Source: an optimization exercise on an open RTL-to-GDS flow (aim: small area). Production flows keep margins and buffers that such runs may drop.

==> exp/maple <==
Design odin_neuron_update, start of the top module:
module odin_neuron_update (
    input  wire          CLK,
    input  wire [127:0]  NEUR_STATE,                
    input  wire [ 31:0]  SYNARRAY_RDATA,            
    input  wire          SYN_SIGN,                  
    input  wire [  2:0]  NEUR_ADDR_LSB,             
    input  wire [  4:0]  CTRL_NEUR_VIRTS,           
    input  wire          CTRL_NEUR_EVENT,           
    input  wire          CTRL_NEUR_TREF,            
    input  wire          CTRL_NEUR_BURST_END,       
    input  wire          SPI_PROPAGATE_UNMAPPED_SYN,
    output reg  [ 57:0]  NEUR_STATE_NEXT,           
    output reg           NEUR_V_UP_NEXT,
    output reg           NEUR_V_DOWN_NEXT,
    output reg  [  6:0]  NEUR_EVENT_OUT,
    output wire [ 14:0]  NEUR_STATE_MONITOR
);
make LEC_CHECK=0 CAP_MARGIN=20 CORE_MARGIN=2 CORE_UTILIZATION=40 SLEW_MARGIN=20 finish   # period 12.0 ns
run.sh (not shown) runs the stock make flow with config.mk's settings and CLKGATE_MAP_FILE= SYNTH_SCRIPT=/design/flow/synth_recipe.tcl, a recipe that flattens the netlist after the stock synthesis.
==> exp/onyx: changes against exp/maple <==
==> flow/flow/run.sh (new file) <==
#!/bin/bash
# Own layout flow: the standard ORFS flow, with two changes.
#  - Synthesis (own_synth.tcl): the standard synthesis script, except that
#    arithmetic is left as plain gates for ABC (no full/half adder cell
#    extraction) and ABC uses an area-oriented script (abc_area_deep.script).
#    The registers, their names and cell types are those of the standard synthesis.
#  - Port buffers use the smallest buffer cell (buf_1) instead of the one
#    buffer_ports picks by default.
set -euo pipefail
W=$(pwd)
sed -e "s#@ABC_SCRIPT@#$W/flow/abc_area_deep.script#" -e "s#@FLOW_SYNTH@#$W/synth_recipe.tcl#" flow/own_synth.tcl > own_synth.tcl
bash standard.sh \
  SYNTH_SCRIPT=$W/own_synth.tcl \
  "BUFFER_PORTS_ARGS=-buffer_cell sky130_fd_sc_hd__buf_1" \
  finish > standard_flow.log 2>&1
==> flow/flow/abc_area_deep.script (new file) <==
strash
&get -n
&deepsyn -T 60
&put
dch -f
amap
topo
stime -c
==> flow/flow/own_synth.tcl (new file) <==
# The standard synthesis (synth_recipe.tcl) with two changes: arithmetic is
# left as plain gates for ABC (no full/half adder cell extraction), and ABC
# runs an area-oriented script instead of ORFS's speed script.
proc extract_fa {args} { puts "own flow: full/half adder extraction skipped" }
proc abc {args} {
  set i [lsearch -exact $args -script]
  if { $i >= 0 } { set args [lreplace $args $i [expr {$i + 1}] -script @ABC_SCRIPT@] }
  yosys abc {*}$args
}
source @FLOW_SYNTH@
==> flow/standard.sh (new file) <==
#!/bin/bash
# synth_recipe.tcl (not shown) runs the flow's synth.tcl, then flattens the netlist and writes it again
# the make line also repeats each setting of config.mk as NAME=value (left out here)
make -C /OpenROAD-flow-scripts/flow DESIGN_CONFIG=/design/flow/config.mk WORK_HOME=/design/flow/orfs CLKGATE_MAP_FILE= SYNTH_SCRIPT=/design/flow/synth_recipe.tcl "${@:-finish}"
removed: flow/run.sh
==> results.sh <==
export IMPL_status="no timing/DRC/antenna violations"
export IMPL_routedWlPerCell_um=20.00
export IMPL_synth_commonest_cells="nand2_1, nor2_1, ha_1"
export IMPL_via_per_inst=5.794
export IMPL_pg_clk_mw=0.285
export IMPL_pg_comb_mw=0.581
export IMPL_finalInstanceArea_sq_um=12370
export IMPL_finalCritPeriodShare_pct=95.13
export IMPL_cp_data_arrival_time_ns=11.69
export IMPL_synth_xor_area_share_pct=7.501
export IMPL_seq_area_frac_synth_pct=14.97
[end of results for exp/maple]
==> results.sh <==
export IMPL_synth_xor_area_share_pct=0
export IMPL_use_met2_pct=47.47
export IMPL_largest_reg_flops=58
export IMPL_synthAdderAreaFrac_pct=0
export IMPL_cp_data_arrival_time_ns=11.39
export IMPL_finalCritPeriodShare_pct=92.96
export IMPL_synth_commonest_cells="nor2_1, clkinv_1, nand2_1"
export IMPL_seq_area_frac_synth_pct=23.24
export IMPL_required_ns=12.23
export IMPL_pg_clk_mw=0.260
export IMPL_numCtsBuffers=9
export IMPL_muxShareOfSynthArea_pct=0
export IMPL_status="no timing/DRC/antenna violations"
export IMPL_routedWlPerCell_um=17.33
[end of results for exp/onyx]
No run of this note included a check of the RTL's function; only the layout flow was run.

## port drivers added, routing unchanged
The results above use ideal ports. As a check the final layouts listed here were re-extracted and re-timed, cells and wires unchanged.
Step 1 assumes that a clkbuf_16 drives the clock port and a buf_2 every other input.
Step 2 moves the port delays by t, midway between the first and last clock arrival at a register: inputs arrive t later, outputs are due t later. That takes back most of the time a late clock gives input paths.
a / b / c = no drivers / after step 1 / after step 2; a / b = the first two.
run	t (ns)	setup slack, ns	worst slew at a driven data input, ns	cell pins on the clock port's net
exp/maple	0.390	0.584 / 0.603 / 0.213	0.07	1
exp/onyx	0.386	0.844 / 0.860 / 0.474	0.07	1
After both steps setup and hold are still met in every run listed. The setup slack of exp/maple, which loses most, moves by +0.019 ns with the drivers and by -0.371 ns with both steps.
